Source: an optimization exercise on an open RTL-to-GDS flow (aim: a short achievable clock period and few clock cycles). Production flows keep margins and buffers that such runs may drop. Only simulation tests tie the RTL to the original design; equivalence was not proved. Power is estimated from default activity; no workload was simulated.

`flow/constraint.sdc`:
```
create_clock -name core_clock -period 12.5 [get_ports {clk}]
set_input_delay 2.5000 -clock core_clock [delete_from_list [all_inputs] [get_ports {clk}]]
set_output_delay 2.5000 -clock core_clock [all_outputs]
set_load 0.01 [all_outputs]
```
`flow/config.mk`:
```
export PLATFORM = sky130hd
export DESIGN_NAME = mips
export DESIGN_NICKNAME = mips
export VERILOG_FILES = /design/flow/design.v
export SDC_FILE = /design/flow/constraint.sdc
export NUM_CORES = 4
export LEC_CHECK = 0
export CAP_MARGIN = 20
export CORE_MARGIN = 2
export CORE_UTILIZATION = 40
export SLEW_MARGIN = 20
export TNS_END_PERCENT = 5
```
`flow/standard.sh`:
```
#!/bin/bash
# synth_recipe.tcl (not shown) runs the flow's synth.tcl, then flattens the netlist and writes it again
# the make line also repeats each setting of config.mk as NAME=value (left out here)
make -C /OpenROAD-flow-scripts/flow DESIGN_CONFIG=/design/flow/config.mk WORK_HOME=/design/flow/orfs CLKGATE_MAP_FILE= SYNTH_SCRIPT=/design/flow/synth_recipe.tcl "${@:-finish}"
```
`flow/flow/run.sh`:
```
#!/bin/bash
set -euo pipefail
bash standard.sh SETUP_SLACK_MARGIN=9.5 finish > standard_flow.log 2>&1
```
`flow/design.v`:
```
module mips (
    clk,reset,
    imem_addr,imem_rdata,
    dmem_addr,dmem_wdata,dmem_we,dmem_rdata
);
input clk,reset;
output[11:2] imem_addr;
input[31:0] imem_rdata;
output[11:2] dmem_addr;
output[31:0] dmem_wdata;
output dmem_we;
input[31:0] dmem_rdata;
integer k, m;
reg        reset_q;
reg [31:0] pcF;
reg [11:2] iaddr_q;    
reg        bV   [0:7];
reg [31:5] bTag [0:7];
reg [31:0] bTgt [0:7];
reg [31:0] bFt  [0:7];
reg        bFtV [0:7];
reg [31:0] instrD, pcD, ftWordD;
reg        validD, btbHitD, ftValidD;
reg [31:0] aE, opbE, rtE, corrTgtE, altTgtE, bTgtE, pcE, ftWordE;
reg [4:0]  dstE, amtE;
reg        sAdd, sSub, sSlt, sLog, sSh;
reg [3:0]  lutE;       
reg        shRightE, shArithE, shVarE;
reg        loadE, swE, sbE, jrE, predE, btbHitE, recovE;
reg [7:0]  insWe;      
reg        brEqE, brGzE, xE;
reg        updIns;
reg [7:0]  updWe;      
reg [31:0] updPc, updTgt, updFt;
reg        updFtV;
reg [31:0] resM;
reg [4:0]  dstM;
reg        loadM, sbM;
reg [7:0]  sbByteM;
reg [1:0]  sbOffM;
reg [11:2] daddr_q;
reg [31:0] dwdata_q;
reg        dwe_q;
reg [31:0] valW;
reg [4:0]  dstW;
reg [31:0] rf [1:31];
reg [31:1] rsOH, rtOH;    
assign imem_addr  = iaddr_q;
assign dmem_addr  = daddr_q;
assign dmem_wdata = dwdata_q;
assign dmem_we    = dwe_q;
wire [2:0] idxF = pcF[4:2];
reg        hitF;
always @(*) begin
    hitF = 1'b0;
    for (m = 0; m < 8; m = m + 1)
        hitF = hitF | ((idxF == m) & bV[m] & (bTag[m] == pcF[31:5]));
end
wire [5:0]  opD  = instrD[31:26];
wire [4:0]  rsD  = instrD[25:21];
wire [4:0]  rtD  = instrD[20:16];
wire [4:0]  rdD  = instrD[15:11];
wire [4:0]  shD  = instrD[10:6];
wire [5:0]  fnD  = instrD[5:0];
wire [15:0] immD = instrD[15:0];
wire rtype  = (opD == 6'h00);
wire f_addu = rtype & (fnD == 6'h21);
wire f_subu = rtype & (fnD == 6'h23);
wire f_slt  = rtype & ((fnD == 6'h2a) | (fnD == 6'h2b));
wire f_and  = rtype & (fnD == 6'h24);
wire f_or   = rtype & (fnD == 6'h25);
wire f_xor  = rtype & (fnD == 6'h26);
wire f_nor  = rtype & (fnD == 6'h27);
wire f_sll  = rtype & (fnD == 6'h00);
wire f_srl  = rtype & (fnD == 6'h02);
wire f_sra  = rtype & (fnD == 6'h03);
wire f_sllv = rtype & (fnD == 6'h04);
wire f_srlv = rtype & (fnD == 6'h06);
wire f_srav = rtype & (fnD == 6'h07);
wire f_jr   = rtype & (fnD == 6'h08);
wire f_jalr = rtype & (fnD == 6'h09);
wire i_addiu = (opD == 6'h09);
wire i_andi  = (opD == 6'h0c);
wire i_ori   = (opD == 6'h0d);
wire i_xori  = (opD == 6'h0e);
wire i_lui   = (opD == 6'h0f);
wire i_slti  = (opD == 6'h0a) | (opD == 6'h0b);
wire i_lw    = (opD == 6'h23);
wire i_sw    = (opD == 6'h2b);
wire i_sb    = (opD == 6'h28);
wire i_beq   = (opD == 6'h04);
wire i_bne   = (opD == 6'h05);
wire i_blez  = (opD == 6'h06);
wire i_bgtz  = (opD == 6'h07);
wire i_j     = (opD == 6'h02);
wire shiftD  = f_sll | f_srl | f_sra | f_sllv | f_srlv | f_srav;
wire rAluD   = f_addu | f_subu | f_slt | f_and | f_or | f_xor | f_nor;
wire iAluD   = i_addiu | i_andi | i_ori | i_xori | i_lui | i_slti;
wire memD    = i_lw | i_sw | i_sb;
wire brD     = i_beq | i_bne | i_blez | i_bgtz;
wire jrD     = f_jr | f_jalr;
wire usesRs  = rAluD | f_sllv | f_srlv | f_srav | jrD | (iAluD & ~i_lui) | memD | brD;
wire usesRt  = rAluD | shiftD | i_sw | i_sb | i_beq | i_bne;
wire useImm  = iAluD | memD | f_jalr;
wire [4:0] dstRaw = (rAluD | shiftD | f_jalr) ? rdD : ((iAluD | i_lw) ? rtD : 5'd0);
wire [31:0] sextD  = {{16{immD[15]}}, immD};
wire [31:0] zextD  = {16'd0, immD};
wire [31:0] pcp4D  = pcD + 32'd4;
wire [31:0] pcp8D  = pcD + 32'd8;
wire [31:0] linkD  = pcD + 32'h00003004;
wire [31:0] brTgtD = pcD + {sextD[29:0], 2'b00};
wire [31:0] jTgtD  = {4'd0, instrD[25:0], 2'b00};
wire [31:0] immValD = i_lui ? {immD, 16'd0} :
                      f_jalr ? linkD :
                      (i_andi | i_ori | i_xori) ? zextD : sextD;
wire statTD  = brD & (immD[15] | i_bne);
wire predTD  = brD & (btbHitD | statTD);
wire validDe = validD & ~reset_q;
wire redirD_raw = validDe & ~btbHitD & (i_j | statTD);
wire [31:0] tgtD = i_j ? jTgtD : brTgtD;
wire        ftValidNext = brD & (btbHitD ? ftValidD : statTD);
reg  [31:0] rfA, rfB;
always @(*) begin
    rfA = 32'd0;
    rfB = 32'd0;
    for (k = 1; k < 32; k = k + 1) begin
        rfA = rfA | ({32{rsOH[k]}} & rf[k]);
        rfB = rfB | ({32{rtOH[k]}} & rf[k]);
    end
end
wire wA = (dstW != 5'd0) & (dstW == rsD);
wire wB = (dstW != 5'd0) & (dstW == rtD);
wire [31:0] rvA = wA ? valW : rfA;
wire [31:0] rvB = wB ? valW : rfB;
wire mA = (dstM != 5'd0) & (dstM == rsD);
wire mB = (dstM != 5'd0) & (dstM == rtD);
wire [31:0] rvA2 = mA ? resM : rvA;
wire [31:0] rvB2 = mB ? resM : rvB;
wire eA = (dstE != 5'd0) & (dstE == rsD);
wire eB = (dstE != 5'd0) & (dstE == rtD);
wire selAE = ~i_lui & eA;
wire selAL = ~i_lui & ~eA & mA & loadM;
wire selAR = ~i_lui & ~eA & ~(mA & loadM);
wire selBI = useImm;
wire selBE = ~useImm & eB;
wire selBL = ~useImm & ~eB & mB & loadM;
wire selBR = ~useImm & ~eB & ~(mB & loadM);
wire selRE = eB;
wire selRL = ~eB & mB & loadM;
wire selRR = ~eB & ~(mB & loadM);
wire shVarD = f_sllv | f_srlv | f_srav;
wire [31:0] aNext = ({32{selAE}} & aluRes) | ({32{selAL}} & dmem_rdata) | ({32{selAR}} & rvA2);
wire luHaz = loadE & ((usesRs & eA) | (usesRt & eB));
wire sbHaz = sbE & memD;
wire stallD = validDe & (luHaz | sbHaz);
wire [31:0] decImRs = 32'd1 << imem_rdata[25:21];
wire [31:0] decImRt = 32'd1 << imem_rdata[20:16];
wire [31:0] decFtRs = 32'd1 << ftWordE[25:21];
wire [31:0] decFtRt = 32'd1 << ftWordE[20:16];
wire [31:0] pcSeqF = stallD ? pcF : (hitF ? bTgt[idxF] : pcF + 32'd4);
wire [11:2] btbTgtLo = bTgt[idxF][11:2];
wire [11:2] iaSeqF = stallD ? iaddr_q : (hitF ? btbTgtLo : pcF[11:2] + 10'd1);
wire [31:0] fa  = aE;
wire [31:0] fb  = opbE;
wire [31:0] frt = rtE;
wire [31:0] sum  = fa + fb;
wire [31:0] diff = fa - fb;
wire        ltu  = fa < fb;
wire [4:0]  amt  = amtE;
wire        big  = shVarE & (|fa[31:5]);
wire        fill = shArithE & fb[31];
wire [31:0] shl  = fb << amt;
wire [63:0] shr64 = {{32{fill}}, fb} >> amt;
wire [31:0] shr  = shr64[31:0];
wire [31:0] shres = big ? {32{fill}} : (shRightE ? shr : shl);
wire [31:0] logres = ({32{lutE[0]}} & ~fa & ~fb) | ({32{lutE[1]}} & ~fa & fb)
                   | ({32{lutE[2]}} & fa & ~fb)  | ({32{lutE[3]}} & fa & fb);
wire [31:0] aluRes = ({32{sAdd}} & sum)
                   | ({32{sSub}} & diff)
                   | ({32{sSlt}} & {31'd0, ltu})
                   | ({32{sLog}} & logres)
                   | ({32{sSh}}  & shres);
wire eqE   = (fa == frt);
wire gtzE  = ~fa[31] & (|fa);
wire mispE = (brEqE & (eqE ^ xE)) | (brGzE & (gtzE ^ xE));
wire redirE = mispE | jrE;
wire [31:0] tgtE = jrE ? fa : altTgtE;
wire recov = recovE & ~jrE;
integer i;
always @(posedge clk) begin
    reset_q <= reset;
    if (reset)
        pcF <= 32'd0;
    else if (redirE)
        pcF <= tgtE;
    else if (redirD_raw & ~stallD)
        pcF <= tgtD;
    else
        pcF <= pcSeqF;
    if (reset)
        iaddr_q <= 10'd0;
    else if (redirE)
        iaddr_q <= tgtE[11:2];
    else if (redirD_raw & ~stallD)
        iaddr_q <= tgtD[11:2];
    else
        iaddr_q <= iaSeqF;
    for (i = 0; i < 8; i = i + 1) begin
        if (reset_q)
            bV[i] <= 1'b0;
        else if (updWe[i])
            bV[i] <= updIns;
        else if (insWe[i])
            bV[i] <= 1'b1;
        if (updWe[i]) begin
            bTag[i] <= updPc[31:5];
            bTgt[i] <= updTgt;
            bFt[i]  <= updFt;
            bFtV[i] <= updFtV;
        end else if (insWe[i]) begin
            bTag[i] <= pcE[31:5];
            bTgt[i] <= bTgtE;
            bFt[i]  <= ftWordE;
            bFtV[i] <= recovE;
        end
    end
    updIns <= ~predE;
    for (i = 0; i < 8; i = i + 1)
        updWe[i] <= ~reset_q & mispE & (~predE | btbHitE) & (pcE[4:2] == i);
    updPc  <= pcE;
    updTgt <= bTgtE;
    updFt  <= instrD;
    updFtV <= validD;
    if (redirE) begin
        validD  <= recov;
        btbHitD <= 1'b0;
        instrD  <= ftWordE;
        rsOH    <= decFtRs[31:1];
        rtOH    <= decFtRt[31:1];
        pcD     <= corrTgtE;
    end else if (!stallD) begin
        validD   <= ~redirD_raw;
        btbHitD  <= hitF & ~redirD_raw;
        instrD   <= imem_rdata;
        rsOH     <= decImRs[31:1];
        rtOH     <= decImRt[31:1];
        pcD      <= pcF;
    end
    if (!stallD) begin
        ftWordD  <= bFt[idxF];
        ftValidD <= bFtV[idxF];
    end
    aE    <= aNext;
    amtE  <= shVarD ? aNext[4:0] : shD;
    opbE  <= ({32{selBE}} & aluRes) | ({32{selBL}} & dmem_rdata) | ({32{selBR}} & rvB2)
           | ({32{selBI}} & immValD);
    rtE   <= ({32{selRE}} & aluRes) | ({32{selRL}} & dmem_rdata) | ({32{selRR}} & rvB2);
    pcE    <= pcD;
    bTgtE  <= tgtD;
    corrTgtE <= predTD ? pcp4D : brTgtD;
    altTgtE  <= predTD ? (ftValidNext ? pcp8D : pcp4D) : brTgtD;
    ftWordE  <= btbHitD ? ftWordD : imem_rdata;
    sAdd <= f_addu | i_addiu | i_lui | memD;
    sSub <= f_subu;
    sSlt <= f_slt | i_slti;
    sLog <= f_and | i_andi | f_or | i_ori | f_xor | i_xori | f_nor | f_jalr;
    lutE <= (f_and | i_andi) ? 4'b1000 :
            (f_or | i_ori)   ? 4'b1110 :
            (f_xor | i_xori) ? 4'b0110 :
            f_nor            ? 4'b0001 : 4'b1010;    
    sSh  <= shiftD;
    shRightE <= f_srl | f_sra | f_srlv | f_srav;
    shArithE <= f_sra | f_srav;
    shVarE   <= shVarD;
    predE    <= predTD;
    btbHitE  <= btbHitD;
    xE       <= (i_bne | i_blez) ^ predTD;
    if (reset_q | redirE | stallD | ~validD) begin
        dstE <= 5'd0; loadE <= 1'b0; swE <= 1'b0; sbE <= 1'b0;
        brEqE <= 1'b0; brGzE <= 1'b0; jrE <= 1'b0; insWe <= 8'd0; recovE <= 1'b0;
    end else begin
        dstE <= dstRaw; loadE <= i_lw; swE <= i_sw; sbE <= i_sb;
        brEqE <= i_beq | i_bne; brGzE <= i_blez | i_bgtz; jrE <= jrD;
        for (i = 0; i < 8; i = i + 1)
            insWe[i] <= ~btbHitD & (i_j | statTD) & (pcD[4:2] == i);
        recovE <= predTD & ftValidNext;
    end
    resM    <= aluRes;
    sbByteM <= frt[7:0];
    sbOffM  <= sum[1:0];
    if (reset_q) begin
        dstM <= 5'd0; loadM <= 1'b0; sbM <= 1'b0; dwe_q <= 1'b0;
    end else begin
        dstM  <= dstE; loadM <= loadE; sbM <= sbE;
        if (sbM) begin
            dwe_q <= 1'b1;
        end else begin
            dwe_q   <= swE;
            daddr_q <= sum[11:2];
        end
    end
    if (sbM) begin
        dwdata_q[7:0]   <= (sbOffM == 2'd0) ? sbByteM : dmem_rdata[7:0];
        dwdata_q[15:8]  <= (sbOffM == 2'd1) ? sbByteM : dmem_rdata[15:8];
        dwdata_q[23:16] <= (sbOffM == 2'd2) ? sbByteM : dmem_rdata[23:16];
        dwdata_q[31:24] <= (sbOffM == 2'd3) ? sbByteM : dmem_rdata[31:24];
    end else begin
        dwdata_q <= frt;
    end
    valW <= loadM ? dmem_rdata : resM;
    if (reset_q)
        dstW <= 5'd0;
    else
        dstW <= dstM;
    for (i = 1; i < 32; i = i + 1)
        if (dstW == i)
            rf[i] <= valW;
end
endmodule
```
==> notes.md, run 1 <==
* Main combinational cell family by area after synthesis: compound AO/OA/AOI/OAI gates
* Largest net degree at the start of global routing at 71
* Wire per inst at 38.8 µm
* DP HPWL at 306000 µm
* Clock power frac at 38.1%
* Period utilization at 32.3%
* Post-synth top flop: edfxtp_1
* Worst path bufs/invs at 1
* Number of synthesized flops with an enable pin at 1898
* Routed vias at 92900
* Crit start category: flip-flop
* Sequential Power Share at 45.9%
* Critical path origin: dwdata_q[14]
* Port Buffers at 118
* Xor/xnor cell area share of the yosys netlist at 3.19%
* Worst-path clk slew at 60 ps
* TritonCTS clock tree: done
* Portion of netlist area occupied by mux cells at 11.8%
* CP required at 10000 ps
* Max-Cap Viols at 0
* Fin Setup TNS at 0 ps
* Final max-slew violation count at 0
* Pint at 0.0154 W
* Fill count at 25400
* Total track usage at 33.7%
* Die Wd at 543 µm
* Post-route ant nets at 0
* Syn_nets at 9300
* RR Startpoint: aE[20]
* Die height at 543 µm
* CP max-delay cell: dfxtp_1
* Area Overhead vs Synth at 16.9%
* P_sw at 0.00626 W
* Ys Warns at 7
* Layout cells sized above 1 at 25.2%
* Hold_sp: rtE[5]
* Clock sink total at 2452
* Max Fclk at 247 MHz
* Pin slew with the least headroom to its limit at 1280 ps
* Status: no timing/DRC/antenna violations
* Final setup fails at 0
* Clk_skew at 86.6 ps
* CP delay by family, top: flip-flops
* CTS Buffer Depth at 4
* RSZ-0062 raised after global routing: true
* Root buffer cell: clkbuf_16
* TritonRoute pass-1 iters at 10
* Reg2Reg Depth at 11
* Fin. Hold Viols at 0
* Synth Area in Compound Gates at 14.4%
* Worst setup path class: reg -> out
* Synth Instances at 9126
* Nets@finish at 9506
* Yosys reg bits at 2452
* Sw Ratio at 28.9%
* Iteration-0 DRC count of the detailed router at 17600
* # rows at 197
* Initial Utilization at 40.3%
* Final WL at 521000 µm
* Share of flip-flops with an asynchronous set or reset at 0%
* Core area at 289000 µm²
* Worst hold stages at 0
* Power per cell area at 159 nW/µm²
* Simple-gate portion of the synthesized area at 7.96%
* First-pass GRT wire length at 703000 µm
* Initial antenna violation count at 30
* Delay of the slowest critical-path stage at 350 ps
* Synthesized area at 116000 µm²
* Largest fanout on the critical path at 1
* DR vias/cell at 6.91
* Post-synthesis cell type count at 103
* HP Class: reg -> reg
* Worst skew pair latency at 930 ps
* Logic pwr share at 16.0%
* Syn Area/Cell at 12.7 µm²
* DRC at 0
* Routability cong. at 1.01
* Grt ovf at 0
* I/O Pins at 119
* Fin crit period at 4040 ps
* H-tree Lvls at 5
* Die area at 295000 µm²
* Worst path cell trace: dlygate4sd2_1
* CP endpoint kind: output port
* Arr. time, crit path at 1540 ps
* LEAKAGE at 47.1 nW
* Stages on worst setup path at 1
* CTS buffer count at 274
* Hold WS at 382 ps
* Adder-cell share of the synthesized area at 1.18%
* Post-synthesis sequential area ratio at 58.5%
* Worst slew margin at 13.9%
* Vias in the first global route at 86700
* VDD IR max at 128 µV
==> power groups by stage <==
stage	Combinational (W)	Sequential (W)	Clock (W)
detailed placement	0.00287	0.0101	0
CTS	0.00295	0.00992	0.00828
global placement	0.00285	0.0101	0
finish	0.00346	0.00995	0.00827
floorplan	0.00175	0.00986	0
global route	0.00357	0.00997	0.00861
==> registers in the layout, indices dropped and copies added (netlist names), 23 cells and up <==
| signal | count |
|---|---|
| pcD | 32 |
| updTgt | 32 |
| rtE | 32 |
| resM | 32 |
| valW | 32 |
| ftWordE | 32 |
| instrD | 32 |
| rsOH | 31 |
| ftWordD | 32 |
| opbE | 32 |
| bFt | 256 |
| rf | 992 |
| updPc | 27 |
| altTgtE | 30 |
| aE | 32 |
| pcF | 23 |
| bTgtE | 32 |
| updFt | 32 |
| rtOH | 31 |
| pcE | 32 |
| bTgt | 256 |
| dwdata_q | 32 |
| corrTgtE | 30 |
| bTag | 216 |
==> worst paths after layout <==
path / endpoint / slack (ps)
worst min-delay path: sbByteM[5] / 380
worst min register to register: sbByteM[5] / 380
worst max register to register: rsOH[10] / 8460
worst max-delay path: dmem_wdata[14] / 8460
==> through the flow <==
step                      power (W)  worst slack (ps)  instances  cell area (µm²)  util, %
after global routing         0.0221              8430      13400           136000     47.1
after floorplan              0.0116              9200       9126           116000        -
after detailed placement     0.0130              7190      12700           122000     42.3
final                        0.0217              8460      13400           136000     47.1
after global placement       0.0129              7130      12700           122000     42.3
after CTS                    0.0212              8420      13300           133000     46.1
==> cell usage after synthesis (all sizes together), types with 61 or more instances <==
library cell	number	area (µm²)
edfxtp	1898	57000
mux2	899	10100
nand2	598	2240
dfxtp	554	11100
clkbuf	499	1880
nor2	498	1880
a22oi	403	3030
a221oi	299	2630
a21oi	297	1490
xor2	288	2520
a22o	282	2470
o21ai	222	1110
buf	202	983
nand4	198	1240
inv	149	559
nand3	142	716
nor3	137	686
xnor2	135	1180
a222oi	131	1310
nor4	122	785
mux2i	118	1180
o211ai	116	871
ha	105	1310
mux4	105	2360
a211oi	61	468
==> cell type report <==
cell class	count	area [µm²]	area share (%)
Tap cell	3880	4850	3.57
Antenna cell	9	22.5	0.0166
Multi-Input combinational cell	5822	47200	34.7
Timing Repair inverter	4	33.8	0.0248
Sequential cell	2452	68300	50.2
Clock inverter	133	1610	1.18
Timing Repair Buffer	626	5810	4.27
Inverter	152	629	0.463
Clock buffer	366	7470	5.49
==> kinds of logic after synthesis <==
kind of cell	Yosys count
compound gates	2220
xor+xnor	423
fa+ha+maj	108
buf+inv	853
flops	2452
mux	1122
simple gates	1948
==> per-layer routing <==
| layer | part of all wire, % | vias up | global-route usage (%) | wire [µm] |
|---|---|---|---|---|
| met5 | 0.073 | - | 0.487 | 378 |
| met4 | 7.8 | 34 | 20.0 | 40700 |
| met3 | 14 | 2110 | 10.6 | 73000 |
| met2 | 42 | 8037 | 49.5 | 219000 |
| met1 | 36 | 46300 | 43.6 | 188000 |
| li1 | - | 36500 | - | - |
==> repair_timing <==
action | in CTS | in global routing
hold buffers | 0 | 0
buffers inserted | 100 | 114
gates cloned | 12 | 9
endpoints found under the setup margin | 803 | 712
resized for setup | 323 | 416
pin swaps | 32 | 98
==> layout by cell type, fill, tap and decap left out, types with 70 or more instances in the layout <==
master,netlist,routed
mux4_2,105,105
a22o_1,282,282
clkbuf_16,0,284
nor4_1,120,93
buf_4,13,418
mux2i_1,118,110
o21ai_0,217,188
nand3_1,141,138
clkbuf_1,496,70
xnor2_1,135,129
xor2_1,288,282
dfxtp_1,554,460
nand4_1,198,198
nor2_1,497,457
a222oi_1,131,131
nand2_1,598,587
inv_1,146,139
a221oi_1,298,292
a21oi_1,296,280
edfxtp_1,1898,1898
a22oi_1,403,401
mux2_2,899,897
nor3_1,137,109
o211ai_1,116,116
Testbench counts, summed over its fixed seeds: cycles 47,797.
==> run 2: changes to the inputs <==
--- a/flow/design.v
+++ b/flow/design.v
@@ -24,3 +24,3 @@
 reg [31:0] aE, opbE, rtE, corrTgtE, altTgtE, bTgtE, pcE, ftWordE;
-reg [4:0]  dstE, amtE;
+reg [4:0]  dstE, shamtE;
 reg        sAdd, sSub, sSlt, sLog, sSh;
@@ -40,3 +40,3 @@
 reg [1:0]  sbOffM;
-reg [11:2] daddr_q;
+reg [11:2] daddr_q, sbAddrM;
 reg [31:0] dwdata_q;
@@ -168,3 +168,3 @@
 wire        ltu  = fa < fb;
-wire [4:0]  amt  = amtE;
+wire [4:0]  amt  = shVarE ? fa[4:0] : shamtE;
 wire        big  = shVarE & (|fa[31:5]);
@@ -253,3 +253,3 @@
     aE    <= aNext;
-    amtE  <= shVarD ? aNext[4:0] : shD;
+    shamtE <= shD;
     opbE  <= ({32{selBE}} & aluRes) | ({32{selBL}} & dmem_rdata) | ({32{selBR}} & rvB2)
@@ -294,9 +294,6 @@
         dstM  <= dstE; loadM <= loadE; sbM <= sbE;
-        if (sbM) begin
-            dwe_q <= 1'b1;
-        end else begin
-            dwe_q   <= swE;
-            daddr_q <= sum[11:2];
-        end
+        dwe_q <= sbM | swE;
     end
+    sbAddrM <= sum[11:2];
+    daddr_q <= sbM ? sbAddrM : sum[11:2];
     if (sbM) begin
==> flow/flow/run.sh (replaced) <==
#!/bin/bash
# Standard layout (the standard.sh: unchanged synthesis, floorplan, power
# grid, placement, CTS and routing steps) with three repair settings changed:
#  - sizing may swap a cell for any equivalent cell, not only one of the same
#    footprint (the platform sets MATCH_CELL_FOOTPRINT 1);
#  - the port buffers that placement inserts on every input and output are
#    buf_4 cells.
set -euo pipefail
bash standard.sh SETUP_SLACK_MARGIN=9.5 MATCH_CELL_FOOTPRINT=0 \
  "BUFFER_PORTS_ARGS=-buffer_cell sky130_fd_sc_hd__buf_4" finish > standard_flow.log 2>&1
==> notes.md, run 2 <==
* Status: no timing/DRC/antenna violations
* Die height at 543 µm (about the same)
* Final max-slew violation count at 0 (unchanged)
* CTS Buffer Depth at 4 (unchanged)
* Largest fanout on the critical path at 26 (+25)
* Worst skew pair latency at 950 ps (+20 ps)
* Number of synthesized flops with an enable pin at 1888 (-0.53%)
* Simple-gate portion of the synthesized area at 7.67% (-0.29 points)
* Fin crit period at 4100 ps (+52.9 ps)
* Largest net degree at the start of global routing at 87 (+23%)
* Synth Area in Compound Gates at 14.4% (about the same)
* Synth Instances at 9230 (+1.1%)
* Nets@finish at 9625 (+1.3%)
* Clk_skew at 102 ps (+15.6 ps)
* Iteration-0 DRC count of the detailed router at 19900 (+13%)
* Pre-CTS setup slack at 6970 ps (-214 ps)
* Initial Utilization at 40.1% (-0.17 points)
* Worst setup margin at 8400 ps (-52.9 ps)
* Largest Register: rf
* First-pass GRT wire length at 709000 µm (+0.75%)
* Wire per inst at 38.9 µm (+0.45%)
* Worst reg2reg endpoint: iaddr_q[2]
* Final cell count without fillers at 13600 (+1.1%)
* Max-Cap Viols at 0 (unchanged)
* Total track usage at 34.1% (+0.31 points)
* Hold WS at 366 ps (-16.3 ps)
* Share of flip-flops with an asynchronous set or reset at 0% (unchanged)
* Post-route ant nets at 0 (unchanged)
* H-tree Lvls at 5 (unchanged)
* Post-synthesis cell type count at 93 (-9.7%)
* Top cells by area, synth: edfxtp_1 49%, dfxtp_1 9.8%, mux2_2 9.0%
* Worst setup path class: reg -> reg
* Portion of netlist area occupied by mux cells at 12.1% (+0.33 points)
* Share of the synthesized area in the top cell type at 48.7% (-0.29 points)
* Syn Area/Cell at 12.6 µm² (-1.1%)
* # rows at 198 (+0.51%)
* Adder-cell share of the synthesized area at 1.18% (about the same)
* Crit start category: flip-flop
* DP HPWL at 305000 µm (-0.36%)
* Fin Setup TNS at 0 ps (unchanged)
* Dpl cell area at 122000 µm² (-0.19%)
* Critical path origin: pcF[19]
* Initial antenna violation count at 45 (+50%)
* CP required at 13300 ps (+3300 ps)
* LEAKAGE at 48.3 nW (+2.6%)
* Syn_nets at 9404 (+1.1%)
* Arr. time, crit path at 4890 ps (+3350 ps)
* Max Fclk at 244 MHz (-1.3%)
* Period utilization at 32.8% (+0.42 points)
* Clock sink total at 2457 (+0.20%)
* Vias in the first global route at 87600 (+1.0%)
* Layout cells sized above 1 at 26.1% (+0.95 points)
* Die area at 295000 µm² (about the same)
* Xor/xnor cell area share of the yosys netlist at 3.14% (-0.047 points)
* Placed Cells at 12800 (+0.79%)
* Synthesized area at 116000 µm² (about the same)
* End of the critical path: iaddr_q[2]
* R2r setup slk at 8400 ps (-50 ps)
* Yosys reg bits at 2457 (+0.20%)
* Top-count cell post-synth: edfxtp_1
* Post-synthesis sequential area ratio at 58.5% (about the same)
* Number of flip-flops in the largest register at 992 (unchanged)
* Post-CTS Hold Buffers at 0 (unchanged)
* CP endpoint kind: flip-flop
* Power per cell area at 158 nW/µm² (-0.77%)
* Ys Warns at 7 (unchanged)
* TritonRoute pass-1 iters at 13 (+3)
* Most common cell after layout, fill and taps aside: edfxtp_1
* Port Buffers at 118 (unchanged)
* VDD IR max at 97.7 µV (-24%)
* Reg2Reg Depth at 11 (unchanged)
* Grt ovf at 0 (unchanged)
* Area leader, netlist: edfxtp_1
* Pin slew with the least headroom to its limit at 1210 ps (-71.4 ps)
* Area Overhead vs Synth at 17.0%
* Core area at 290000 µm² (+0.51%)
* TritonCTS clock tree: done
* Fin. Hold Viols at 0 (unchanged)
* Final setup fails at 0 (unchanged)
* Worst slew margin at 19.2% (+5.3 points)
* Commonest cells in the netlist: 1888 x edfxtp_1, 933 x mux2_2, 596 x nand2_1
* Biggest regs: rf: 992 flops, bFt: 256 flops, bTgt: 256 flops
* Post-synth top flop: edfxtp_1
* RSZ-0062 raised after global routing: true
* Die Wd at 543 µm (about the same)
* Worst-path clk slew at 70 ps (about the same)
* Final WL at 529000 µm (+1.6%)
* Commonest cells after routing, fill and taps aside: 1888 x edfxtp_1, 928 x mux2_2, 578 x nand2_1, 562 x buf_4, 483 x dfxtp_1
* DRC at 0 (unchanged)
* Routability cong. at 1.01 (+0.29%)
* Root buffer cell: clkbuf_16
* RR Startpoint: pcF[19]
* DR vias/cell at 6.94 (+0.41%)
* Main combinational cell family by area after synthesis: compound AO/OA/AOI/OAI gates
* Routed vias at 94300 (+1.5%)
* HP Class: reg -> reg
* Final non-filler cell area at 136000 µm² (+0.18%)
* CTS buffer count at 274 (unchanged)
* I/O Pins at 119 (unchanged)
==> run 2: cell types whose count changed in the layout (fill, tap and decap cells not counted), moves of 32 or more <==
cell / change
mux4_2: -34
mux2i_1: +63
buf_4: +144
clkdlybuf4s50_1: -59
nor4_1: -35
o21ai_0: +46
dlygate4sd2_1: -32
==> run 2: worst min path at each step <==
stage | from | endpoint | slack (ps) | cells past startpoint
finish | rtE[0] | sbByteM[0] | 370 | 0
floorplan | validD | updFtV | 340 | 0
detailed placement | instrD[13] | updFt[13] | 360 | 0
CTS | rtE[0] | sbByteM[0] | 370 | 0
global route | rtE[0] | sbByteM[0] | 390 | 0
global placement | predE | updIns | 370 | 1
==> run 2: worst max-delay path: stages (launching register included) <==
cell and delay, ps:
dfxtp_1 740, xor2_1 580, nor4_1 150, nand4_1 170
o22ai_1 130, nor4_4 380, clkbuf_16 310, mux2i_2 280
mux2i_4 120, o21ai_4 310, o211ai_1 510, a21oi_1 290
==> run 2: final cells by class <==
class,instances,area (µm²)
Timing Repair Buffer,665,6090
Multi-Input combinational cell,5893,47300
Timing Repair inverter,2,22.5
Clock inverter,126,1340
Sequential cell,2457,68300
Inverter,158,634
Fill cell,25600,154000
Clock buffer,366,7570
Antenna cell,25,62.6
Tap cell,3900,4880
==> run 2: cells by family after synthesis <==
kind of cell	Yosys count
xor gates and xnor gates	417
adders and majority gates	108
and+or+nand+nor	1905
buffers and inverters	882
DFF	2457
AOI/OAI and AO/OA	2263
muxes	1198
==> run 2: through the flow <==
step / total power (W) / utilization, %
floorplan: 0.0116 / -
global placement: 0.0129 / 42.0
detailed placement: 0.0129 / 42.0
CTS: 0.0210 / 45.8
global route: 0.0220 / 46.9
finish: 0.0216 / 47.0
==> run 2: layer usage <==
layer	part of all wire (%)	vias up	GRT usage (%)
met2	41	8757	48.3
li1	-	36700	-
met1	37	46800	45.7
met4	7.2	20	19.0
met5	0.029	-	0
met3	15	2072	11.2
==> run 2: timing repair <==
action                     CTS  global route
cloned                      16            16
gates resized for setup    238           422
setup buffers               92           152
pin swaps                   29           113
setup endpoints to repair  720           688
==> run 2: power by group <==
group | internal, W | switching, W
registers | 0.00936 | 0.000679
clock network | 0.00469 | 0.00350
logic | 0.00130 | 0.00203
total | 0.0153 | 0.00620
Testbench counts of run 2, summed over its fixed seeds: cycles 47,797.
==> run 3: changes to the inputs <==
--- a/flow/design.v
+++ b/flow/design.v
@@ -46,3 +46,4 @@
 reg [31:0] rf [1:31];
-reg [31:1] rsOH, rtOH;    
+wire [31:0] rsOH = 32'd1 << instrD[25:21];    
+wire [31:0] rtOH = 32'd1 << instrD[20:16];
 assign imem_addr  = iaddr_q;
@@ -155,6 +156,2 @@
 wire stallD = validDe & (luHaz | sbHaz);
-wire [31:0] decImRs = 32'd1 << imem_rdata[25:21];
-wire [31:0] decImRt = 32'd1 << imem_rdata[20:16];
-wire [31:0] decFtRs = 32'd1 << ftWordE[25:21];
-wire [31:0] decFtRt = 32'd1 << ftWordE[20:16];
 wire [31:0] pcSeqF = stallD ? pcF : (hitF ? bTgt[idxF] : pcF + 32'd4);
@@ -237,4 +234,2 @@
         instrD  <= ftWordE;
-        rsOH    <= decFtRs[31:1];
-        rtOH    <= decFtRt[31:1];
         pcD     <= corrTgtE;
@@ -244,4 +239,2 @@
         instrD   <= imem_rdata;
-        rsOH     <= decImRs[31:1];
-        rtOH     <= decImRt[31:1];
         pcD      <= pcF;
==> notes.md, run 3 <==
* Commonest cells in the netlist: 1826 x edfxtp_1, 932 x mux2_2, 799 x a22oi_1
* Worst reg2reg endpoint: opbE[27]
* Routed vias at 94500 (+0.13%)
* Largest net degree at the start of global routing at 78 (-10%)
* Vias in the first global route at 89400 (+2.0%)
* Initial Utilization at 40.2% (about the same)
* Clk_skew at 125 ps (+22.7 ps)
* CP required at 13350 ps (+50 ps)
* Fin util at 47.2% (+0.24 points)
* Worst skew pair latency at 1000 ps (+50 ps)
* Delay of the slowest critical-path stage at 690 ps (-50 ps)
* DR top layer: met5
* Syn_nets at 9587 (+1.9%)
* Crit start category: flip-flop
* Number of synthesized flops with an enable pin at 1826 (-3.3%)
* Arr. time, crit path at 4880 ps (about the same)
* Status: no timing/DRC/antenna violations
* CP delay by family, top: compound AO/OA/AOI/OAI gates
* Hold WS at 352 ps (-14.1 ps)
* Hold Path Sink: sbByteM[7]
* Worst slew margin at 18.1% (-1.2 points)
* Final WL at 539000 µm (+1.9%)
* # rows at 197 (-0.51%)
* Area leader, netlist: edfxtp_1
* Port Buffers at 118 (unchanged)
* Iteration-0 DRC count of the detailed router at 18800 (-5.6%)
* Die Wd at 541 µm (-0.37%)
* Root buffer cell: clkbuf_16
* Fill count at 25300 (-1.2%)
* Hold_sp: rtE[7]
* Cell mode on critical path: buf_6
* Post-synth top flop: edfxtp_1
* Number of flip-flops in the largest register at 992 (unchanged)
* Worst path cell trace: buf_6 > and3b_1 > buf_6 > and2_4 > buf_6 > a22o_1 > a221oi_1 > nand3_1 > nor4_1 > a21oi_1 > mux2i_1 > a211oi_1
* H-tree Lvls at 5 (unchanged)
* Reg2Reg Depth at 12 (+1)
* Share of the synthesized area in the top cell type at 47.5% (-1.2 points)
* Share of flip-flops with an asynchronous set or reset at 0% (unchanged)
* VDD IR max at 133 µV (+36%)
* CP endpoint kind: flip-flop
* Total power at 0.0215 W (-0.18%)
* Area Overhead vs Synth at 17.5%
* Max Fclk at 248 MHz (+1.5%)
* Sequential Area at 66500 µm² (-2.7%)
* Layout cells sized above 1 at 27.0% (+0.86 points)
* Grt ovf at 0 (unchanged)
* Pin slew with the least headroom to its limit at 1220 ps (+6.23 ps)
* First-pass GRT wire length at 728000 µm (+2.7%)
* Worst setup path class: reg -> reg
* Yosys reg bits at 2395 (-2.5%)
* Routed wl met2 at 225000 µm (+4.1%)
* Fin Setup TNS at 0 ps (unchanged)
* Largest fanout on the critical path at 20 (-23%)
* Most common cell after layout, fill and taps aside: edfxtp_1
* Core area at 288000 µm² (-0.84%)
* RR Startpoint: instrD[19]
* Fin crit period at 4040 ps (-61.0 ps)
* Power per cell area at 158 nW/µm² (+0.16%)
* Synthesized area at 116000 µm² (-0.75%)
* Max-Cap Viols at 0 (unchanged)
* Metal3 WL at 75500 µm (-6.6%)
* DR vias/cell at 6.91 (-0.48%)
* Commonest cells after routing, fill and taps aside: 1826 x edfxtp_1, 924 x mux2_2, 797 x a22oi_1, 789 x nand2_1, 517 x buf_4
* Top cells by area, synth: edfxtp_1 47%, dfxtp_1 9.9%, mux2_2 9.1%
* DRC at 0 (unchanged)
* Post-synthesis sequential area ratio at 57.3% (-1.2 points)
* Routability cong. at 1.04 (+3.1%)
* Synth Instances at 9413 (+2.0%)
* Largest Register: rf
* Biggest regs: rf: 992 flops, bFt: 256 flops, bTgt: 256 flops
* Clock sink total at 2395 (-2.5%)
* DP HPWL at 309000 µm (+1.4%)
* TritonRoute pass-1 iters at 13 (unchanged)
* Total track usage at 35.3% (+1.3 points)
* Worst hold stages at 0 (unchanged)
* LEAKAGE at 48.5 nW (+0.40%)
* Final max-slew violation count at 0 (unchanged)
* Final setup fails at 0 (unchanged)
* Die height at 541 µm (-0.37%)
* Critical path origin: instrD[19]
* Worst path bufs/invs at 3 (+2)
* Initial antenna violation count at 53 (+18%)
* Fin. Hold Viols at 0 (unchanged)
* Worst-path clk slew at 60 ps (about the same)
* R2r setup slk at 8460 ps (+60 ps)
* RSZ-0062 raised after global routing: true
* CP max-delay cell: a21oi_1
* Ys Warns at 7 (unchanged)
* Syn Area/Cell at 12.3 µm² (-2.7%)
* TritonCTS clock tree: done
* I/O Pins at 119 (unchanged)
* Die area at 293000 µm² (-0.74%)
* Top-count cell post-synth: edfxtp_1
* HP Class: reg -> reg
* Wire per inst at 39.4 µm (+1.2%)
* Period utilization at 32.3% (-0.49 points)
* Post-synthesis cell type count at 107 (+15%)
* Post-route ant nets at 0 (unchanged)
* CTS buffer count at 266 (-2.9%)
* Wl on met1 at 183000 µm (-5.9%)
* CTS Buffer Depth at 4 (unchanged)
* Nets@finish at 9808 (+1.9%)
* Area occupied by multi-input gates at 48200 µm² (+2.0%)
==> run 3: cell count changes in the layout (fill, tap and decap cells not counted), moves of 50 or more <==
cell / change
edfxtp_1: -62
a22oi_1: +377
o21ai_0: -57
nor2_1: -71
nand2_1: +211
and3_1: +91
a221oi_1: -240
and2_4: +50
nand4_1: -56
a22o_1: -209
==> run 3: final cells by class <==
class                           count  area share, %
Sequential cell                  2395           49.0
Multi-Input combinational cell   6140           35.5
Clock buffer                      352           5.38
Timing Repair Buffer              697           4.97
Tap cell                         3781           3.48
Clock inverter                    130           1.19
Inverter                          133          0.402
Antenna cell                       47         0.0866
Timing Repair inverter              1        0.00645
==> run 3: report_power, final <==
group / internal, W / switching (W) / leakage, nW / total [W]
registers: 0.00913 / 0.000602 / 21.6 / 0.00973
logic: 0.00135 / 0.00225 / 22.6 / 0.00360
clock network: 0.00472 / 0.00346 / 4.32 / 0.00818
==> run 3: worst register-to-register path: cells and delay by family (launching register included) <==
kind | cells | cell delay, ps
AO/OA/AOI/OAI | 4 | 1310
buffers and inverters | 3 | 930
AND/OR/NAND/NOR | 4 | 920
multiplexers | 1 | 440
flip-flops | 1 | 380
==> run 3: kinds of logic (layout without fill, tap and decap cells) <==
| logic type | count (synthesis) | count (layout) | synth area share, % |
|---|---|---|---|
| compound gates | 2160 | 2160 | 13.6 |
| xor+xnor | 419 | 419 | 3.18 |
| fa+ha+maj | 108 | 108 | 1.19 |
| buf+inv | 885 | 1313 | 3.12 |
| flops | 2395 | 2395 | 57.3 |
| mux | 1192 | 1194 | 12.2 |
| other cells | 0 | 47 | 0 |
| simple gates | 2254 | 2259 | 9.39 |
==> run 3: how the worst max path moves through the flow <==
stage	slack (ps)	cells after the start	endpoint
after floorplan	9000	4	opbE[1]
after global placement	7180	13	pcF[30]
after detailed placement	7230	10	opbE[29]
after CTS	8500	2	imem_addr[8]
after global routing	8490	2	imem_addr[8]
final	8460	12	opbE[27]
==> run 3: metal layers <==
metal | up-vias | track usage, %
met5 | - | 0.575
met4 | 48 | 28.1
met3 | 2622 | 12.2
met2 | 8656 | 51.5
met1 | 46200 | 42.3
li1 | 36900 | -
==> run 3: repair_timing <==
item | in CTS | in global routing
endpoints found under the setup margin | 504 | 441
pin swaps | 97 | 24
gates resized for setup | 702 | 77
gates cloned | 22 | 0
hold buffers | 0 | 0
buffers inserted | 281 | 16
==> run 3: through the flow <==
step	setup slack, ps	instances	instance area (µm²)
floorplan	9000	9413	116000
global placement	7180	12800	121000
detailed placement	7230	12800	121000
CTS	8500	13600	135000
global route	8490	13700	136000
finish	8460	13700	136000
Testbench counts of run 3, summed over its fixed seeds: cycles 47,797.
==> run 4: changes to the inputs <==
--- a/flow/design.v
+++ b/flow/design.v
@@ -17,3 +17,3 @@
 reg        bV   [0:7];
-reg [31:5] bTag [0:7];
+reg [31:3] bTag [0:7];    
 reg [31:0] bTgt [0:7];
@@ -24,3 +24,3 @@
 reg [31:0] aE, opbE, rtE, corrTgtE, altTgtE, bTgtE, pcE, ftWordE;
-reg [4:0]  dstE, shamtE;
+reg [4:0]  dstE_r, shamtE;
 reg        sAdd, sSub, sSlt, sLog, sSh;
@@ -28,5 +28,15 @@
 reg        shRightE, shArithE, shVarE;
-reg        loadE, swE, sbE, jrE, predE, btbHitE, recovE;
-reg [7:0]  insWe;      
-reg        brEqE, brGzE, xE;
+reg        loadE_r, swE_r, sbE_r, jrE_r, predE, btbHitE, recovE_r;
+reg [7:0]  insWe_r;    
+reg        brEqE_r, brGzE_r, xE;
+reg        killE;
+wire [4:0] dstE   = killE ? 5'd0 : dstE_r;
+wire       loadE  = loadE_r & ~killE;
+wire       swE    = swE_r & ~killE;
+wire       sbE    = sbE_r & ~killE;
+wire       jrE    = jrE_r & ~killE;
+wire       recovE = recovE_r & ~killE;
+wire       brEqE  = brEqE_r & ~killE;
+wire       brGzE  = brGzE_r & ~killE;
+wire [7:0] insWe  = insWe_r & {8{~killE}};
 reg        updIns;
@@ -57,3 +67,3 @@
     for (m = 0; m < 8; m = m + 1)
-        hitF = hitF | ((idxF == m) & bV[m] & (bTag[m] == pcF[31:5]));
+        hitF = hitF | ((idxF == m) & bV[m] & (bTag[m] == {pcF[31:5], pcF[1:0]}));
 end
@@ -158,3 +168,3 @@
 wire [11:2] btbTgtLo = bTgt[idxF][11:2];
-wire [11:2] iaSeqF = stallD ? iaddr_q : (hitF ? btbTgtLo : pcF[11:2] + 10'd1);
+wire [11:2] iaSeqF = stallD ? pcF[11:2] : (hitF ? btbTgtLo : pcF[11:2] + 10'd1);
 wire [31:0] fa  = aE;
@@ -212,3 +222,3 @@
         if (updWe[i]) begin
-            bTag[i] <= updPc[31:5];
+            bTag[i] <= {updPc[31:5], updPc[1:0]};
             bTgt[i] <= updTgt;
@@ -217,3 +227,3 @@
         end else if (insWe[i]) begin
-            bTag[i] <= pcE[31:5];
+            bTag[i] <= {pcE[31:5], pcE[1:0]};
             bTgt[i] <= bTgtE;
@@ -270,11 +280,12 @@
     xE       <= (i_bne | i_blez) ^ predTD;
-    if (reset_q | redirE | stallD | ~validD) begin
-        dstE <= 5'd0; loadE <= 1'b0; swE <= 1'b0; sbE <= 1'b0;
-        brEqE <= 1'b0; brGzE <= 1'b0; jrE <= 1'b0; insWe <= 8'd0; recovE <= 1'b0;
+    killE <= redirE;
+    if (reset_q | stallD | ~validD) begin
+        dstE_r <= 5'd0; loadE_r <= 1'b0; swE_r <= 1'b0; sbE_r <= 1'b0;
+        brEqE_r <= 1'b0; brGzE_r <= 1'b0; jrE_r <= 1'b0; insWe_r <= 8'd0; recovE_r <= 1'b0;
     end else begin
-        dstE <= dstRaw; loadE <= i_lw; swE <= i_sw; sbE <= i_sb;
-        brEqE <= i_beq | i_bne; brGzE <= i_blez | i_bgtz; jrE <= jrD;
+        dstE_r <= dstRaw; loadE_r <= i_lw; swE_r <= i_sw; sbE_r <= i_sb;
+        brEqE_r <= i_beq | i_bne; brGzE_r <= i_blez | i_bgtz; jrE_r <= jrD;
         for (i = 0; i < 8; i = i + 1)
-            insWe[i] <= ~btbHitD & (i_j | statTD) & (pcD[4:2] == i);
-        recovE <= predTD & ftValidNext;
+            insWe_r[i] <= ~btbHitD & (i_j | statTD) & (pcD[4:2] == i);
+        recovE_r <= predTD & ftValidNext;
     end
==> notes.md, run 4 <==
* CTS Buffer Depth at 4 (unchanged)
* Post-synth top flop: edfxtp_1
* HP Class: reg -> reg
* Crit start category: flip-flop
* Final setup fails at 0 (unchanged)
* CP required at 13270 ps (-80 ps)
* Arr. time, crit path at 4750 ps (-130 ps)
* LEAKAGE at 49.4 nW (+1.9%)
* VDD IR max at 115 µV (-14%)
* Die area at 296000 µm² (+0.85%)
* Port Buffers at 118 (unchanged)
* Worst skew pair latency at 930 ps (-70 ps)
* Root buffer cell: clkbuf_16
* Syn Area/Cell at 12.3 µm² (+0.19%)
* Biggest regs: rf: 992 flops, bFt: 256 flops, bTgt: 256 flops
* Dpl cell area at 122000 µm² (+1.2%)
* Wire per inst at 38.6 µm (-2.0%)
* Number of synthesized flops with an enable pin at 1842 (+0.88%)
* Yosys reg bits at 2424 (+1.2%)
* Worst path cell trace: buf_12 > buf_6 > mux2i_4 > buf_12 > mux4_2 > mux2i_4 > nor2_1 > a21oi_2 > o21ai_2 > a222oi_1 > o2111ai_2 > buf_4 > buf_4 > nor2_1 > a211oi_1
* DP HPWL at 304000 µm (-1.7%)
* Number of flip-flops in the largest register at 992 (unchanged)
* Fin. Hold Viols at 0 (unchanged)
* Fill count at 25500 (+0.73%)
* Worst slew margin at 20.8% (+2.8 points)
* Vias in the first global route at 89200 (-0.20%)
* Syn_nets at 9650 (+0.66%)
* Max-Cap Viols at 0 (unchanged)
* Pin slew with the least headroom to its limit at 1190 ps (-30.1 ps)
* Top cells by area, synth: edfxtp_1 47%, dfxtp_1 10%, mux2_2 9.3%
* Post-synthesis sequential area ratio at 57.5% (+0.15 points)
* RSZ-0062 raised after global routing: true
* Initial Utilization at 40.1% (about the same)
* Share of flip-flops with an asynchronous set or reset at 0% (unchanged)
* Top-count cell post-synth: edfxtp_1
* Commonest cells after routing, fill and taps aside: 1842 x edfxtp_1, 958 x mux2_2, 851 x a22oi_1, 731 x nand2_1, 645 x buf_4
* TritonRoute pass-1 iters at 17 (+4)
* Delay of the slowest critical-path stage at 810 ps (+120 ps)
* Core area at 290000 µm² (+0.94%)
* Commonest cells in the netlist: 1842 x edfxtp_1, 963 x mux2_2, 855 x a22oi_1
* Initial antenna violation count at 43 (-19%)
* CP endpoint kind: flip-flop
* Largest net degree at the start of global routing at 94 (+21%)
* Most common cell after layout, fill and taps aside: edfxtp_1
* Period utilization at 31.9% (-0.43 points)
* Routability cong. at 0.997 (-4.5%)
* Clock sink total at 2424 (+1.2%)
* Post-CTS Hold Buffers at 0 (unchanged)
* Status: no timing/DRC/antenna violations
* Synth Instances at 9476 (+0.67%)
* Power per cell area at 155 nW/µm² (-2.1%)
* Largest Register: rf
* Total track usage at 34.8% (-0.51 points)
* TritonCTS clock tree: done
* Iteration-0 DRC count of the detailed router at 20000 (+6.6%)
* Area Overhead vs Synth at 19.9%
* Grt ovf at 0 (unchanged)
* Die Wd at 544 µm (+0.42%)
* Worst-path clk slew at 70 ps (about the same)
* Share of the synthesized area in the top cell type at 47.5% (about the same)
* DR vias/cell at 6.88 (-0.47%)
* Final non-filler cell area at 140000 µm² (+2.9%)
* Fin crit period at 3980 ps (-53.7 ps)
* Worst setup path class: reg -> reg
* DRC at 0 (unchanged)
* Die height at 544 µm (+0.42%)
* Final max-slew violation count at 0 (unchanged)
* Largest fanout on the critical path at 8 (-60%)
* CTS buffer count at 274 (+3.0%)
* I/O Pins at 119 (unchanged)
* Routed vias at 96500 (+2.1%)
* Max Fclk at 251 MHz (+1.3%)
* Post-route ant nets at 0 (unchanged)
* Post-synthesis cell type count at 92 (-14%)
* Clk_skew at 50.7 ps (-74.3 ps)
* Fin Setup TNS at 0 ps (unchanged)
* Nets@finish at 10100 (+2.5%)
* Final WL at 542000 µm (+0.50%)
* Layout cells sized above 1 at 29.1% (+2.1 points)
* Synthesized area at 117000 µm² (+0.86%)
* First-pass GRT wire length at 725000 µm (-0.48%)
* H-tree Lvls at 5 (unchanged)
* Area leader, netlist: edfxtp_1
* # rows at 198 (+0.51%)
* Ys Warns at 7 (unchanged)
* R2r setup slk at 8520 ps (+50 ps)
* CP max-delay cell: a222oi_1
run 4: cell types whose count changed in the layout (fill, tap and decap cells not counted), sizes merged, moves of 29 or more:
cell and change:
xor2 -46, nand3 -30, a22oi +56, nor4 -29
a22o -32, xnor2 +50, mux2i -30, mux2 +29
nand2 -56, and3 -36, nor2 +91, a21oi +68
buf +144
run 4: power by group:
group	total (W)	leakage (nW)	switching, W	internal [W]
Clock	0.00814	4.36	0.00347	0.00467
Sequential	0.00997	21.9	0.000674	0.00930
Combinational	0.00356	23.1	0.00215	0.00141
Total	0.0217	49.4	0.00629	0.0154
run 4: final timing paths:
kind | endpoint | cells past startpoint | from
worst max-delay path | opbE[20] | 15 | shVarE
worst min-delay path | updFt[13] | 0 | instrD[13]
worst max register to register | opbE[20] | 15 | shVarE
worst min register to register | updFt[13] | 0 | instrD[13]
run 4: layer usage:
metal | GRT usage (%) | routed length, µm
met4 | 21.6 | 46200
met1 | 43.7 | 189000
met3 | 11.5 | 77900
met2 | 51.6 | 228000
met5 | 0.698 | 494
run 4: cells by family (layout without fill, tap and decap cells):
| group | Yosys count | count (layout) | share of synthesized area [%] |
|---|---|---|---|
| mux | 1198 | 1198 | 12.3 |
| buf+inv | 883 | 1503 | 3.05 |
| flops | 2424 | 2424 | 57.5 |
| other cells | 0 | 23 | 0 |
| simple gates | 2128 | 2137 | 8.52 |
| compound gates | 2312 | 2312 | 14.3 |
| fa+ha+maj | 108 | 108 | 1.18 |
| xor+xnor | 423 | 423 | 3.18 |
run 4: per-stage QoR:
| step | std cells | hold WS (ps) | setup WS [ps] | power [W] | util (%) |
|---|---|---|---|---|---|
| 2_1_floorplan | 9476 | 329 | 9150 | 0.0115 | - |
| 3_3_place_gp | 13000 | 376 | 7030 | 0.0129 | 42.1 |
| 3_5_place_dp | 13000 | 369 | 7140 | 0.0129 | 42.1 |
| 4_1_cts | 13700 | 390 | 8540 | 0.0211 | 46.5 |
| 5_1_grt | 14000 | 410 | 8500 | 0.0221 | 48.1 |
| 6_report | 14000 | 388 | 8520 | 0.0217 | 48.1 |
run 4: repair_timing:
action,4_1_cts,5_1_grt
resized for setup,454,491
endpoints found under the setup margin,970,860
pin swaps,75,115
setup buffers,198,239
gates cloned,28,18
hold endpoints to repair,0,0
run 4: worst max-delay path: cells and delay by family (launching register included):
kind	cells	cell delay [ps]
AO/OA/AOI/OAI	5	1340
multiplexers	3	1170
buffers and inverters	5	780
flip-flops	1	340
AND/OR/NAND/NOR	2	180
run 4: layout make-up:
cell class	count	area [µm²]	share of cell area, %
Timing Repair inverter	2	41.3	0.0296
Timing Repair Buffer	858	8430	6.03
Clock inverter	142	1390	0.998
Inverter	146	597	0.427
Clock buffer	355	7510	5.38
Multi-Input combinational cell	6178	49600	35.5
Sequential cell	2424	67200	48.1
Antenna cell	23	57.6	0.0412
Tap cell	3900	4880	3.49
Testbench counts of run 4, summed over its fixed seeds: cycles 47,797.
==> run 5: changes to the inputs <==
--- a/flow/design.v
+++ b/flow/design.v
@@ -17,3 +17,4 @@
 reg        bV   [0:7];
-reg [31:3] bTag [0:7];    
+reg [8:0]  bTagLo [0:7];  
+reg [31:12] bTagHi [0:7];
 reg [31:0] bTgt [0:7];
@@ -22,3 +23,3 @@
 reg [31:0] instrD, pcD, ftWordD;
-reg        validD, btbHitD, ftValidD;
+reg        validD, btbHitD, ftValidD, hiMisD;
 reg [31:0] aE, opbE, rtE, corrTgtE, altTgtE, bTgtE, pcE, ftWordE;
@@ -67,3 +68,3 @@
     for (m = 0; m < 8; m = m + 1)
-        hitF = hitF | ((idxF == m) & bV[m] & (bTag[m] == {pcF[31:5], pcF[1:0]}));
+        hitF = hitF | ((idxF == m) & bV[m] & (bTagLo[m] == {pcF[11:5], pcF[1:0]}));
 end
@@ -129,3 +130,3 @@
 wire validDe = validD & ~reset_q;
-wire redirD_raw = validDe & ~btbHitD & (i_j | statTD);
+wire redirD_raw = validDe & (i_j | statTD | (brD & btbHitD)) & (~btbHitD | hiMisD);
 wire [31:0] tgtD = i_j ? jTgtD : brTgtD;
@@ -222,3 +223,4 @@
         if (updWe[i]) begin
-            bTag[i] <= {updPc[31:5], updPc[1:0]};
+            bTagLo[i] <= {updPc[11:5], updPc[1:0]};
+            bTagHi[i] <= updPc[31:12];
             bTgt[i] <= updTgt;
@@ -227,3 +229,4 @@
         end else if (insWe[i]) begin
-            bTag[i] <= {pcE[31:5], pcE[1:0]};
+            bTagLo[i] <= {pcE[11:5], pcE[1:0]};
+            bTagHi[i] <= pcE[31:12];
             bTgt[i] <= bTgtE;
@@ -254,2 +257,3 @@
         ftValidD <= bFtV[idxF];
+        hiMisD   <= (bTagHi[idxF] != pcF[31:12]);
     end
==> notes.md, run 5 <==
* P_sw at 0.00667 W (+6.1%)
* RSZ-0062 raised after global routing: true
* DP HPWL at 305000 µm (+0.31%)
* Fin. Hold Viols at 0 (unchanged)
* Worst path bufs/invs at 1 (-4)
* Ys Warns at 8 (+1)
* DRC at 0 (unchanged)
* I/O Pins at 119 (unchanged)
* Vias in the first global route at 91000 (+2.0%)
* Post-route ant nets at 0 (unchanged)
* Area Overhead vs Synth at 21.0%
* Root buffer cell: clkbuf_16
* Grt ovf at 0 (unchanged)
* Syn Area/Cell at 12.2 µm² (-0.81%)
* HP Class: reg -> reg
* LEAKAGE at 49.9 nW (+1.0%)
* Period utilization at 31.0% (-0.81 points)
* CTS Buffer Depth at 4 (unchanged)
* Largest net degree at the start of global routing at 76 (-19%)
* Routed vias at 99000 (+2.6%)
* Most common cell after layout, fill and taps aside: edfxtp_1
* Status: no timing/DRC/antenna violations
* Worst reg2reg endpoint: opbE[6]
* Core area at 291000 µm² (about the same)
* Share of the synthesized area in the top cell type at 47.4% (-0.052 points)
* Final setup fails at 0 (unchanged)
* Max Fclk at 258 MHz (+2.6%)
* End of the critical path: imem_addr[3]
* Biggest regs: rf: 992 flops, bFt: 256 flops, bTgt: 256 flops
* Share of flip-flops with an asynchronous set or reset at 0% (unchanged)
* Synth Instances at 9569 (+0.98%)
* Die Wd at 544 µm (about the same)
* First-pass GRT wire length at 729000 µm (+0.63%)
* Worst path cell trace: buf_4
* Final cell count without fillers at 14100 (+0.45%)
* Reg2Reg Depth at 12 (-3)
* Synthesized area at 117000 µm² (+0.16%)
* Commonest cells in the netlist: 1843 x edfxtp_1, 930 x mux2_2, 840 x a22oi_1
* Worst slew margin at 14.4% (-6.4 points)
* Wire per inst at 39.0 µm (+0.97%)
* R2r setup slk at 8710 ps (+190 ps)
* Layout cells sized above 1 at 29.5% (+0.41 points)
* VDD IR max at 131 µV (+14%)
* Port Buffers at 118 (unchanged)
* Delay of the slowest critical-path stage at 370 ps (-440 ps)
* Commonest cells after routing, fill and taps aside: 1843 x edfxtp_1, 928 x mux2_2, 830 x a22oi_1, 794 x nand2_1, 576 x buf_4
* Routability cong. at 1.02 (+2.3%)
* Sw Ratio at 29.9% (+0.92 points)
* Placed Cells at 13100 (+0.48%)
* H-tree Lvls at 5 (unchanged)
* Iteration-0 DRC count of the detailed router at 20200 (+0.97%)
* TritonRoute pass-1 iters at 14 (-3)
* Nets@finish at 10100 (+0.67%)
* Max-Cap Viols at 0 (unchanged)
* RR Startpoint: shVarE
* Post-synth top flop: edfxtp_1
* CP endpoint kind: output port
* Worst skew pair latency at 960 ps (+30 ps)
* Largest Register: rf
* Worst setup path class: reg -> out
* Power per cell area at 158 nW/µm² (+1.7%)
* Sequential Power Share at 45.3% (-0.7 points)
* CP delay by family, top: flip-flops
* Clock sink total at 2425 (+0.041%)
* Final max-slew violation count at 0 (unchanged)
* CP max-delay cell: dfxtp_2
* Fin crit period at 3880 ps (-101 ps)
* Die height at 544 µm (about the same)
* Critical path origin: iaddr_q[3]
* TritonCTS clock tree: done
* Hold_sp: instrD[3]
* Number of synthesized flops with an enable pin at 1843 (+0.054%)
* Clock power frac at 36.1% (-1.5 points)
* Post-CTS Hold Buffers at 0 (unchanged)
* Pint at 0.0156 W (+1.5%)
* Syn_nets at 9743 (+0.96%)
* Die area at 296000 µm² (+0.16%)
* Fin Setup TNS at 0 ps (unchanged)
* Final WL at 549000 µm (+1.4%)
* Area leader, netlist: edfxtp_1
* Initial antenna violation count at 26 (-40%)
* Post-synthesis cell type count at 116 (+26%)
* DR vias/cell at 7.02 (+2.1%)
* CP required at 10000 ps (-3270 ps)
* Top cells by area, synth: edfxtp_1 47%, dfxtp_1 10%, mux2_2 9.0%
* # rows at 198 (unchanged)
* Largest fanout on the critical path at 1 (-7)
* Stages on worst setup path at 1 (-14)
* Pin slew with the least headroom to its limit at 1280 ps (+95.3 ps)
* Worst-path clk slew at 60 ps (about the same)
* Crit start category: flip-flop
* Clk_skew at 75.2 ps (+24.5 ps)
* Logic pwr share at 18.6% (+2.2 points)
* Post-synthesis sequential area ratio at 57.4% (-0.068 points)
* Yosys reg bits at 2425 (+0.041%)
* Number of flip-flops in the largest register at 992 (unchanged)
* Top-count cell post-synth: edfxtp_1
* Arr. time, crit path at 1380 ps (-3370 ps)
* Initial Utilization at 40.2% (about the same)
* Total track usage at 34.8% (about the same)
* CTS buffer count at 271 (-1.1%)
* Hold WS at 378 ps (-10.0 ps)
[run 5: final cells by class]
cell class / instances / area, µm²
Inverter: 131 / 558
Clock buffer: 370 / 7480
Fill cell: 25200 / 149000
Tap cell: 3900 / 4880
Antenna cell: 25 / 62.6
Sequential cell: 2425 / 67300
Clock inverter: 118 / 1250
Timing Repair Buffer: 856 / 9400
Multi-Input combinational cell: 6264 / 50200
Timing Repair inverter: 2 / 22.5
[run 5: what timing repair did]
item	CTS	global route
resized for setup	653	644
cloned	42	28
setup endpoints to repair	855	836
setup buffers	171	249
pin swaps	86	163
[run 5: cell families after synthesis]
logic type	after synthesis	share of synthesized area, %
DFF	2425	57.4
xor gates and xnor gates	290	2.18
AOI/OAI and AO/OA	2307	14.5
and+or+nand+nor	2323	9.47
adders and majority gates	108	1.18
buffers and inverters	895	3.13
muxes	1221	12.2
[run 5: routing by layer]
layer,GRT usage (%),vias up,share of wire (%)
li1,-,38100,-
met1,43.0,48400,34
met2,50.5,9590,41
met3,13.4,2783,16
met4,22.8,22,8.8
met5,0.974,-,0.14
[run 5: power by group through the flow]
stage | clock network, W | registers [W] | logic [W]
2_1_floorplan | 0 | 0.00989 | 0.00193
3_3_place_gp | 0 | 0.0102 | 0.00309
3_5_place_dp | 0 | 0.0102 | 0.00310
4_1_cts | 0.00804 | 0.0100 | 0.00346
5_1_grt | 0.00835 | 0.0101 | 0.00422
6_report | 0.00805 | 0.0101 | 0.00415
[run 5: per-stage QoR]
step                area [µm²]  power, W  utilization (%)  setup WS, ps
finish                  141000    0.0223             48.6          8620
global route            141000    0.0227             48.6          8620
CTS                     135000    0.0215             46.6          8600
detailed placement      122000    0.0133             42.0          7620
global placement        122000    0.0133             42.0          7630
floorplan               117000    0.0118                -          9080
[run 5: worst min-delay path by stage]
stage | endpoint | slack [ps] | cells past startpoint
finish | updFt[3] | 380 | 0
global placement | updFt[3] | 360 | 0
global route | sbByteM[6] | 400 | 0
detailed placement | updFt[3] | 370 | 0
CTS | updFt[3] | 380 | 0
floorplan | btbHitE | 330 | 0
Testbench counts of run 5, summed over its fixed seeds: cycles 47,797.
==> run 6: changes to the inputs <==
--- a/flow/design.v
+++ b/flow/design.v
@@ -57,4 +57,3 @@
 reg [31:0] rf [1:31];
-wire [31:0] rsOH = 32'd1 << instrD[25:21];    
-wire [31:0] rtOH = 32'd1 << instrD[20:16];
+reg [31:1] rsOH, rtOH;    
 assign imem_addr  = iaddr_q;
@@ -167,2 +166,6 @@
 wire stallD = validDe & (luHaz | sbHaz);
+wire [31:0] decImRs = 32'd1 << imem_rdata[25:21];
+wire [31:0] decImRt = 32'd1 << imem_rdata[20:16];
+wire [31:0] decFtRs = 32'd1 << ftWordE[25:21];
+wire [31:0] decFtRt = 32'd1 << ftWordE[20:16];
 wire [31:0] pcSeqF = stallD ? pcF : (hitF ? bTgt[idxF] : pcF + 32'd4);
@@ -247,2 +250,4 @@
         instrD  <= ftWordE;
+        rsOH    <= decFtRs[31:1];
+        rtOH    <= decFtRt[31:1];
         pcD     <= corrTgtE;
@@ -252,2 +257,4 @@
         instrD   <= imem_rdata;
+        rsOH     <= decImRs[31:1];
+        rtOH     <= decImRt[31:1];
         pcD      <= pcF;
==> notes.md, run 6 <==
* Most common cell after layout, fill and taps aside: edfxtp_1
* Root buffer cell: clkbuf_16
* Routed wl met2 at 215000 µm (-4.5%)
* Status: no timing/DRC/antenna violations
* Final setup fails at 0 (unchanged)
* Commonest cells after routing, fill and taps aside: 1905 x edfxtp_1, 931 x mux2_2, 654 x nand2_1, 567 x buf_4, 487 x dfxtp_1
* Wl on met1 at 192000 µm (+1.2%)
* Number of synthesized flops with an enable pin at 1905 (+3.4%)
* Top-count cell post-synth: edfxtp_1
* Iteration-0 DRC count of the detailed router at 20100 (-0.53%)
* Fin. Hold Viols at 0 (unchanged)
* DP HPWL at 298000 µm (-2.4%)
* P_sw at 0.00644 W (-3.6%)
* Vias in the first global route at 87800 (-3.6%)
* Logic pwr share at 15.9% (-2.7 points)
* Share of flip-flops with an asynchronous set or reset at 0% (unchanged)
* Synth Instances at 9119 (-4.7%)
* Syn Area/Cell at 12.7 µm² (+4.1%)
* HP Class: reg -> reg
* Grt ovf at 0 (unchanged)
* DR vias/cell at 6.99 (-0.42%)
* Worst-path clk slew at 60 ps (about the same)
* Total track usage at 33.7% (-1.1 points)
* Xor/xnor cell area share of the yosys netlist at 2.20% (+0.025 points)
* RSZ-0062 raised after global routing: true
* Metal3 WL at 81000 µm (-5.9%)
* Sw Ratio at 29.2% (-0.70 points)
* Worst skew pair latency at 930 ps (-30 ps)
* Pint at 0.0156 W (-0.27%)
* Max-Cap Viols at 0 (unchanged)
* Adder-cell share of the synthesized area at 1.19% (+0.0092 points)
* Power per cell area at 161 nW/µm² (+2.3%)
* Fill count at 25400 (+0.54%)
* Fin Setup TNS at 0 ps (unchanged)
* CTS buffer count at 273 (+0.74%)
* Portion of netlist area occupied by mux cells at 12.0% (-0.21 points)
* Worst setup margin at 8600 ps (-19.9 ps)
* Yosys reg bits at 2487 (+2.6%)
* Worst setup path class: reg -> out
* Period utilization at 31.2% (+0.16 points)
* Worst slew margin at 17.7% (+3.3 points)
* Post-CTS Hold Buffers at 0 (unchanged)
* Layout cells sized above 1 at 26.8% (-2.7 points)
* Initial antenna violation count at 31 (+19%)
* Post-route ant nets at 0 (unchanged)
* Final cell count without fillers at 13400 (-4.7%)
* Synthesized area at 116000 µm² (-0.78%)
* Arr. time, crit path at 1400 ps (+20 ps)
* Worst path cell trace: buf_6
* Number of flip-flops in the largest register at 992 (unchanged)
* # rows at 197 (-0.51%)
* Pre-CTS setup slack at 7490 ps (-122 ps)
* Main combinational cell family by area after synthesis: compound AO/OA/AOI/OAI gates
* CP max-delay cell: dfxtp_4
* Routability cong. at 1.00 (-1.5%)
* VDD IR max at 110 µV (-16%)
* I/O Pins at 119 (unchanged)
* Final max-slew violation count at 0 (unchanged)
* Total power at 0.0220 W (-1.2%)
* LEAKAGE at 47.3 nW (-5.1%)
* Wire per inst at 39.0 µm (about the same)
* DR top layer: met5
* Post-synthesis cell type count at 97 (-16%)
* Fin crit period at 3900 ps (+19.9 ps)
* Clock sink total at 2487 (+2.6%)
* Largest net degree at the start of global routing at 76 (unchanged)
* Clock power frac at 37.2% (+1.1 points)
* Die area at 294000 µm² (-0.77%)
* TritonCTS clock tree: done
* Die Wd at 542 µm (-0.39%)
* CP endpoint kind: output port
[run 6: final timing paths]
path              startpoint      endpoint  slack [ps]  cells after the start
setup / recovery  iaddr_q[5]  imem_addr[5]        8600                      1
hold reg to reg    instrD[4]      updFt[4]         400                      0
setup reg to reg    rsOH[30]        aE[21]        8620                     10
hold / removal     instrD[4]      updFt[4]         400                      0
[run 6: power groups by stage]
stage          combinational, W  clock, W  sequential [W]
6_report                0.00351   0.00819          0.0103
5_1_grt                 0.00362   0.00852          0.0103
4_1_cts                 0.00306   0.00819          0.0103
3_5_place_dp            0.00285         0          0.0105
3_3_place_gp            0.00283         0          0.0104
2_1_floorplan           0.00178         0          0.0101
[run 6: layout make-up]
class                      count  area share (%)
clock inverter               130            1.06
antenna                       19          0.0349
inverter                     156           0.479
tap                         3781            3.47
timing repair inverter        10           0.105
timing repair buffer         694            4.79
sequential                  2487            50.7
clock buffer                 368            5.47
multi-input combinational   5785            33.9
[run 6: logic make-up after synthesis]
logic type | count (synthesis)
muxes | 1159
DFF | 2487
AOI/OAI and AO/OA | 2274
xor gates and xnor gates | 291
and+or+nand+nor | 1948
adders and majority gates | 108
buffers and inverters | 852
[run 6: layer usage]
metal	vias to the layer above	global-route usage, %
met5	-	0.132
met4	12	18.0
met3	2070	11.6
met2	8790	47.8
met1	46500	45.2
li1	36600	-
[run 6: timing repair]
item,4_1_cts,5_1_grt
endpoints found under the setup margin,852,867
pin swaps,33,92
buffers inserted,92,172
resized for setup,301,435
cloned,16,23
[run 6: through the flow]
step                util (%)  instance area, µm²
floorplan                  -              116000
detailed placement      42.2              121000
global placement        42.2              121000
global route            47.3              136000
finish                  47.4              136000
CTS                     46.0              133000
Testbench counts of run 6, summed over its fixed seeds: cycles 47,797.

Re-timed with assumed drivers on the ports (clkbuf_16 on the clock, buf_2 on other inputs), run 6 has 8.501 ns of setup slack against 8.600 ns with ideal ports, and 8.060 ns once port delays also move by the mid clock arrival of 0.990 ns.
